From an optimization exercise on the open Yosys and OpenROAD flow, aimed at small area, a short achievable clock period and few clock cycles per item; shortcuts taken in it are not production practice.
At most, simulation tests tie the RTL to the original design; equivalence was not proved.

==> module keccak, before the edit <==
module keccak (clk, reset, in, in_ready, is_last, byte_num, buffer_full, out, out_ready);
  input              clk, reset;
  input      [63:0]  in;
  input              in_ready, is_last;
  input      [2:0]   byte_num;
  output reg         buffer_full;
  output     [511:0] out;
  output reg         out_ready;
  reg  [63:0] st [0:24];       
  reg  [8:0]  ptr;             
  reg  [4:0]  rnd;             
  reg         perm;            
  reg         last;            
  reg  [24:0] perm_l;          
  reg  [24:0] keep_l;          
  reg         rst_r;           
  wire end_blk = in_ready & (is_last | ptr[8]) & ~buffer_full;
  wire end_prm = perm & (rnd == 5'd23);
  wire perm_nx = ~reset & (perm ? ~end_prm : end_blk);
  always @(posedge clk) begin
    perm_l <= {25{perm_nx}};
    keep_l <= {{16{~reset & ~perm_nx}}, ~perm_nx, {7{~reset & ~perm_nx}}, ~perm_nx};
    rst_r <= reset;
  end
  always @(posedge clk)
    if (reset) begin
      ptr <= 9'd1;
      rnd <= 0;
      perm <= 0;
      last <= 0;
      buffer_full <= 0;
      out_ready <= 0;
    end else begin
      perm <= perm_nx;
      if (perm) begin
        rnd <= end_prm ? 5'd0 : rnd + 1'b1;
        if (end_prm) begin
          if (last)
            out_ready <= 1;
          else begin
            buffer_full <= 0;
            ptr <= 9'd1;
          end
        end
      end else if (in_ready & ~buffer_full) begin
        if (is_last | ptr[8]) begin
          ptr <= 0;
          buffer_full <= 1;
          last <= is_last;
        end else
          ptr <= {ptr[7:0], 1'b0};
      end
    end
  wire [63:0] w_sw;
  reg  [63:0] w_pad;
  genvar gi;
  generate
    for (gi = 0; gi < 8; gi = gi + 1) begin : SW
      assign w_sw[8*gi +: 8] = in[63-8*gi -: 8];
    end
  endgenerate
  integer k;
  always @(*) begin
    for (k = 0; k < 8; k = k + 1)
      if (~is_last || k < byte_num)
        w_pad[8*k +: 8] = w_sw[8*k +: 8];
      else if (k == byte_num)
        w_pad[8*k +: 8] = 8'h06;
      else
        w_pad[8*k +: 8] = 8'h00;
  end
  wire [63:0] w8 = ({64{ptr[8]}} & w_pad) ^ {is_last, 63'd0};
  wire [8:0]  sel = {in_ready & (ptr[8] | (is_last & ~buffer_full)), ptr[7:0] & {8{in_ready}}};
  function integer rotc(input integer i);
    case (i)
       0: rotc =  0;  1: rotc =  1;  2: rotc = 62;  3: rotc = 28;  4: rotc = 27;
       5: rotc = 36;  6: rotc = 44;  7: rotc =  6;  8: rotc = 55;  9: rotc = 20;
      10: rotc =  3; 11: rotc = 10; 12: rotc = 43; 13: rotc = 25; 14: rotc = 39;
      15: rotc = 41; 16: rotc = 45; 17: rotc = 15; 18: rotc = 21; 19: rotc =  8;
      20: rotc = 18; 21: rotc =  2; 22: rotc = 61; 23: rotc = 56; default: rotc = 14;
    endcase
  endfunction
  wire [63:0] c [0:4];
  wire [63:0] d [0:4];
  wire [63:0] th [0:24];
  wire [63:0] b [0:24];
  wire [63:0] ch [0:24];
  wire [63:0] ro [0:24];
  wire [63:0] nx [0:24];
  reg  [63:0] rc;
  genvar x, y;
  generate
    for (x = 0; x < 5; x = x + 1) begin : TC
      wire [63:0] p01, p23, p234;
      kc_xor x01 (st[x], st[x+5], p01);
      kc_xor x23 (st[x+10], st[x+15], p23);
      kc_xor x234 (p23, st[x+20], p234);
      kc_xor xc (p01, p234, c[x]);
    end
    for (x = 0; x < 5; x = x + 1) begin : TD
      kc_xor dx (c[(x+4)%5], {c[(x+1)%5][62:0], c[(x+1)%5][63]}, d[x]);
    end
    for (y = 0; y < 5; y = y + 1) begin : RY
      for (x = 0; x < 5; x = x + 1) begin : RX
        kc_xor tx (st[x+5*y], d[x], th[x+5*y]);
        if (rotc(x+5*y) == 0) begin : R0
          assign b[y+5*((2*x+3*y)%5)] = th[x+5*y];
        end else begin : RN
          assign b[y+5*((2*x+3*y)%5)] =
            {th[x+5*y][63-rotc(x+5*y):0], th[x+5*y][63:64-rotc(x+5*y)]};
        end
      end
    end
    for (y = 0; y < 5; y = y + 1) begin : CY
      for (x = 0; x < 5; x = x + 1) begin : CX
        wire [63:0] an;
        kc_andn ax (b[(x+1)%5+5*y], b[(x+2)%5+5*y], an);
        if (x == 0 && y == 0) begin : I0
          wire [63:0] bi = b[0] ^ rc;   
          kc_xor cx (bi, an, ch[0]);
        end else begin : IN
          kc_xor cx (b[x+5*y], an, ch[x+5*y]);
        end
        assign ro[x+5*y] = ch[x+5*y];
      end
    end
  endgenerate
  always @(*) begin
    case (rnd)
       0: rc = 64'h0000000000000001;  1: rc = 64'h0000000000008082;
       2: rc = 64'h800000000000808A;  3: rc = 64'h8000000080008000;
       4: rc = 64'h000000000000808B;  5: rc = 64'h0000000080000001;
       6: rc = 64'h8000000080008081;  7: rc = 64'h8000000000008009;
       8: rc = 64'h000000000000008A;  9: rc = 64'h0000000000000088;
      10: rc = 64'h0000000080008009; 11: rc = 64'h000000008000000A;
      12: rc = 64'h000000008000808B; 13: rc = 64'h800000000000008B;
      14: rc = 64'h8000000000008089; 15: rc = 64'h8000000000008003;
      16: rc = 64'h8000000000008002; 17: rc = 64'h8000000000000080;
      18: rc = 64'h000000000000800A; 19: rc = 64'h800000008000000A;
      20: rc = 64'h8000000080008081; 21: rc = 64'h8000000000008080;
      22: rc = 64'h0000000080000001; 23: rc = 64'h8000000080008008;
      default: rc = 64'd0;
    endcase
  end
  generate
    for (gi = 0; gi < 25; gi = gi + 1) begin : ST
      if (gi == 0 || gi == 8) begin : R0
        wire [63:0] qm, m, xw;
        kc_and a0 (~rst_r, st[gi], qm);
        kc_and a (sel[gi], gi == 8 ? w8 : w_pad, m);
        kc_xor xi (qm, m, xw);
        kc_upd u (perm_l[gi], keep_l[gi], ro[gi], xw, nx[gi]);
      end else if (gi < 9) begin : RT
        wire [63:0] m, xw;
        kc_and a (sel[gi], gi == 8 ? w8 : w_pad, m);
        kc_xor xi (st[gi], m, xw);
        kc_upd u (perm_l[gi], keep_l[gi], ro[gi], xw, nx[gi]);
      end else begin : CP
        kc_upd u (perm_l[gi], keep_l[gi], ro[gi], st[gi], nx[gi]);
      end
      always @(posedge clk)
        st[gi] <= nx[gi];
    end
  endgenerate
  generate
    for (gi = 0; gi < 64; gi = gi + 1) begin : OUT
      assign out[511-8*gi -: 8] = st[gi/8][8*(gi%8) +: 8];
    end
  endgenerate
endmodule
export LEC_CHECK = 0
export CAP_MARGIN = 35
export CORE_MARGIN = 2
export CORE_UTILIZATION = 35
export CTS_CLUSTER_DIAMETER = 100
export CTS_CLUSTER_SIZE = 20
export GPL_ROUTABILITY_DRIVEN = 0
export PLACE_DENSITY = 0.5
export SLEW_MARGIN = 35
export SYNTH_HIERARCHICAL = 1
create_clock -name core_clock -period 10.0 [get_ports {clk}]
standard.sh (not shown) runs the stock make flow with config.mk's settings and CLKGATE_MAP_FILE= SYNTH_SCRIPT=/design/flow/synth_recipe.tcl, a recipe that flattens the netlist after the stock synthesis.
==> flow/flow/run.sh <==
#!/bin/bash
# Own layout flow: the standard flow (standard.sh) with these changes:
#  1. after the standard synthesis, every combinational cell is set to its
#     smallest drive strength (downsize.tcl); the repair steps size up what
#     timing, slew and capacitance need;
#  2. the repair steps aim at a setup slack margin (SETUP_MARGIN below);
#  3. the port buffers are plain buffers (buf_1) instead of delay cells;
#     the repair steps size up the ones timing needs.
# Each tool's output goes to a log file of its own in this folder.
set -euo pipefail
HERE=$(pwd)
SETUP_MARGIN=${SETUP_MARGIN:-6.3}
PORT_BUF=${PORT_BUF:-sky130_fd_sc_hd__buf_1}
R=$HERE/orfs/results/$FLOW_PLATFORM/keccak/base

bash standard.sh synth > log_1_synth.txt 2>&1

ODB_IN=$R/1_synth.odb ODB_OUT=$R/1_synth.odb \
  openroad -no_init -exit flow/downsize.tcl > log_1b_downsize.txt 2>&1

bash standard.sh SETUP_SLACK_MARGIN=$SETUP_MARGIN \
  "BUFFER_PORTS_ARGS=-buffer_cell $PORT_BUF" finish > log_2_layout.txt 2>&1
==> flow/flow/downsize.tcl <==
# Set every combinational cell of the synthesized netlist to the smallest
# drive strength of its function; the later repair steps size up what the
# timing and slew limits need. Registers, ties and taps are left alone.
read_db $::env(ODB_IN)
set db [ord::get_db]
set block [ord::get_db_block]
set dont_use [list]
if {[info exists ::env(DONT_USE_CELLS)]} { set dont_use $::env(DONT_USE_CELLS) }
set n 0
set saved 0.0
foreach inst [$block getInsts] {
  set m [$inst getMaster]
  set name [$m getName]
  if {![regexp {^(sky130_fd_sc_hd__)([a-z0-9]+)_([0-9]+)$} $name -> pfx base sz]} { continue }
  if {[regexp {^(df|edf|sdf|sedf|dl|conb|tap|decap|fill|diode|clk)} $base]} { continue }
  foreach s {0 1 2} {
    if {$s >= $sz} { break }
    set cand "${pfx}${base}_${s}"
    if {[lsearch -exact $dont_use $cand] >= 0} { continue }
    set cm [$db findMaster $cand]
    if {$cm == "NULL" || $cm == ""} { continue }
    set saved [expr {$saved + ([$m getWidth] - [$cm getWidth]) * [$m getHeight] / 1e6}]
    $inst swapMaster $cm
    incr n
    break
  }
}
puts "downsize: swapped $n instances, area saved [format %.1f $saved] um^2"
write_db $::env(ODB_OUT)
Testbench counts at the start, summed over its fixed seeds: cycles 5,495, bytes 9,368.
Change:
--- a/flow/design.v
+++ b/flow/design.v
@@ -71,42 +71,51 @@
           last <= is_last;
         end else
           ptr <= {ptr[7:0], 1'b0};
       end
     end
   wire [63:0] w_sw;
-  reg  [63:0] w_pad;
   genvar gi;
   generate
     for (gi = 0; gi < 8; gi = gi + 1) begin : SW
       assign w_sw[8*gi +: 8] = in[63-8*gi -: 8];
     end
   endgenerate
+  reg  [7:0]  keep, pad;
   integer k;
-  always @(*) begin
-    for (k = 0; k < 8; k = k + 1)
-      if (~is_last || k < byte_num)
-        w_pad[8*k +: 8] = w_sw[8*k +: 8];
-      else if (k == byte_num)
-        w_pad[8*k +: 8] = 8'h06;
-      else
-        w_pad[8*k +: 8] = 8'h00;
-  end
-  wire [63:0] w8 = ({64{ptr[8]}} & w_pad) ^ {is_last, 63'd0};
-  wire [8:0]  sel = {in_ready & (ptr[8] | (is_last & ~buffer_full)), ptr[7:0] & {8{in_ready}}};
+  always @(*)
+    for (k = 0; k < 8; k = k + 1) begin
+      keep[k] = ~is_last | (k < byte_num);
+      pad[k]  = is_last & (k == byte_num);
+    end
+  wire [8:0]  sel = {9{in_ready & ~buffer_full}} & ptr;
+  wire        pad80 = in_ready & ~buffer_full & is_last;
+  wire [63:0] m [0:8];
+  generate
+    for (gi = 0; gi < 9; gi = gi + 1) begin : MW
+      wire [7:0] en = keep & {8{sel[gi]}};
+      wire [7:0] pd = pad & {8{sel[gi]}};
+      genvar gk;
+      for (gk = 0; gk < 8; gk = gk + 1) begin : MB
+        assign m[gi][8*gk +: 8] = (w_sw[8*gk +: 8] & {8{en[gk]}}) | {5'd0, pd[gk], pd[gk], 1'b0}
+                                  | ((gi == 8 && gk == 7) ? {pad80, 7'd0} : 8'd0);
+      end
+    end
+  endgenerate
   function integer rotc(input integer i);
     case (i)
        0: rotc =  0;  1: rotc =  1;  2: rotc = 62;  3: rotc = 28;  4: rotc = 27;
        5: rotc = 36;  6: rotc = 44;  7: rotc =  6;  8: rotc = 55;  9: rotc = 20;
       10: rotc =  3; 11: rotc = 10; 12: rotc = 43; 13: rotc = 25; 14: rotc = 39;
       15: rotc = 41; 16: rotc = 45; 17: rotc = 15; 18: rotc = 21; 19: rotc =  8;
       20: rotc = 18; 21: rotc =  2; 22: rotc = 61; 23: rotc = 56; default: rotc = 14;
     endcase
   endfunction
   wire [63:0] c [0:4];
   wire [63:0] d [0:4];
+  wire [63:0] d2 [0:4];        
   wire [63:0] th [0:24];
   wire [63:0] b [0:24];
   wire [63:0] ch [0:24];
   wire [63:0] ro [0:24];
   wire [63:0] nx [0:24];
   reg  [63:0] rc;
@@ -118,16 +127,17 @@
       kc_xor x23 (st[x+10], st[x+15], p23);
       kc_xor x234 (p23, st[x+20], p234);
       kc_xor xc (p01, p234, c[x]);
     end
     for (x = 0; x < 5; x = x + 1) begin : TD
       kc_xor dx (c[(x+4)%5], {c[(x+1)%5][62:0], c[(x+1)%5][63]}, d[x]);
+      kc_xor dx2 (c[(x+4)%5], {c[(x+1)%5][62:0], c[(x+1)%5][63]}, d2[x]);
     end
     for (y = 0; y < 5; y = y + 1) begin : RY
       for (x = 0; x < 5; x = x + 1) begin : RX
-        kc_xor tx (st[x+5*y], d[x], th[x+5*y]);
+        kc_xor tx (st[x+5*y], y < 3 ? d[x] : d2[x], th[x+5*y]);
         if (rotc(x+5*y) == 0) begin : R0
           assign b[y+5*((2*x+3*y)%5)] = th[x+5*y];
         end else begin : RN
           assign b[y+5*((2*x+3*y)%5)] =
             {th[x+5*y][63-rotc(x+5*y):0], th[x+5*y][63:64-rotc(x+5*y)]};
         end
@@ -164,21 +174,19 @@
       default: rc = 64'd0;
     endcase
   end
   generate
     for (gi = 0; gi < 25; gi = gi + 1) begin : ST
       if (gi == 0 || gi == 8) begin : R0
-        wire [63:0] qm, m, xw;
+        wire [63:0] qm, xw;
         kc_and a0 (~rst_r, st[gi], qm);
-        kc_and a (sel[gi], gi == 8 ? w8 : w_pad, m);
-        kc_xor xi (qm, m, xw);
+        kc_xor xi (qm, m[gi], xw);
         kc_upd u (perm_l[gi], keep_l[gi], ro[gi], xw, nx[gi]);
       end else if (gi < 9) begin : RT
-        wire [63:0] m, xw;
-        kc_and a (sel[gi], gi == 8 ? w8 : w_pad, m);
-        kc_xor xi (st[gi], m, xw);
+        wire [63:0] xw;
+        kc_xor xi (st[gi], m[gi], xw);
         kc_upd u (perm_l[gi], keep_l[gi], ro[gi], xw, nx[gi]);
       end else begin : CP
         kc_upd u (perm_l[gi], keep_l[gi], ro[gi], st[gi], nx[gi]);
       end
       always @(posedge clk)
         st[gi] <= nx[gi];
After rerunning: Global-route usage rises by 1.0 points. Wire length rises by 3.8%. Cell area rises by 0.60%. Critical path depth stays the same. Utilization falls by 0.46 points. Hold slack improved by 0.024 ns. Sequential share of layout area is about the same. Setup slack got worse by 0.15 ns. Final cell count rises by 2.0%. First-iteration DRC count rises by 3.3%.
Only the layout flow was run in the second run of this note; the RTL was not checked for function there.

## separate check: timing with driven ports
The flow's constraints put no driver on any port. The routed layouts listed below were extracted and timed again, unchanged, in two steps.
Step 1 assumes that a clkbuf_16 drives the clock port and a buf_2 every other input.
Step 2 moves the port delays by t, midway between the first and last clock arrival at a register: inputs arrive t later, outputs are due t later. That takes back most of the time a late clock gives input paths.
Slacks: ideal ports / drivers / drivers and shift; pairs: ideal ports / drivers.
run	t (ns)	setup slack, ns	hold WS [ns]
the first run	1.052	6.031 / 6.031 / 5.230	0.481 / 0.481 / 0.481
the second run	1.062	5.877 / 5.877 / 5.277	0.505 / 0.505 / 0.505
After both steps setup and hold are still met in every run listed. For the first run, which loses most, drivers alone change the setup slack by 0.000 ns; drivers and shift together by -0.801 ns.
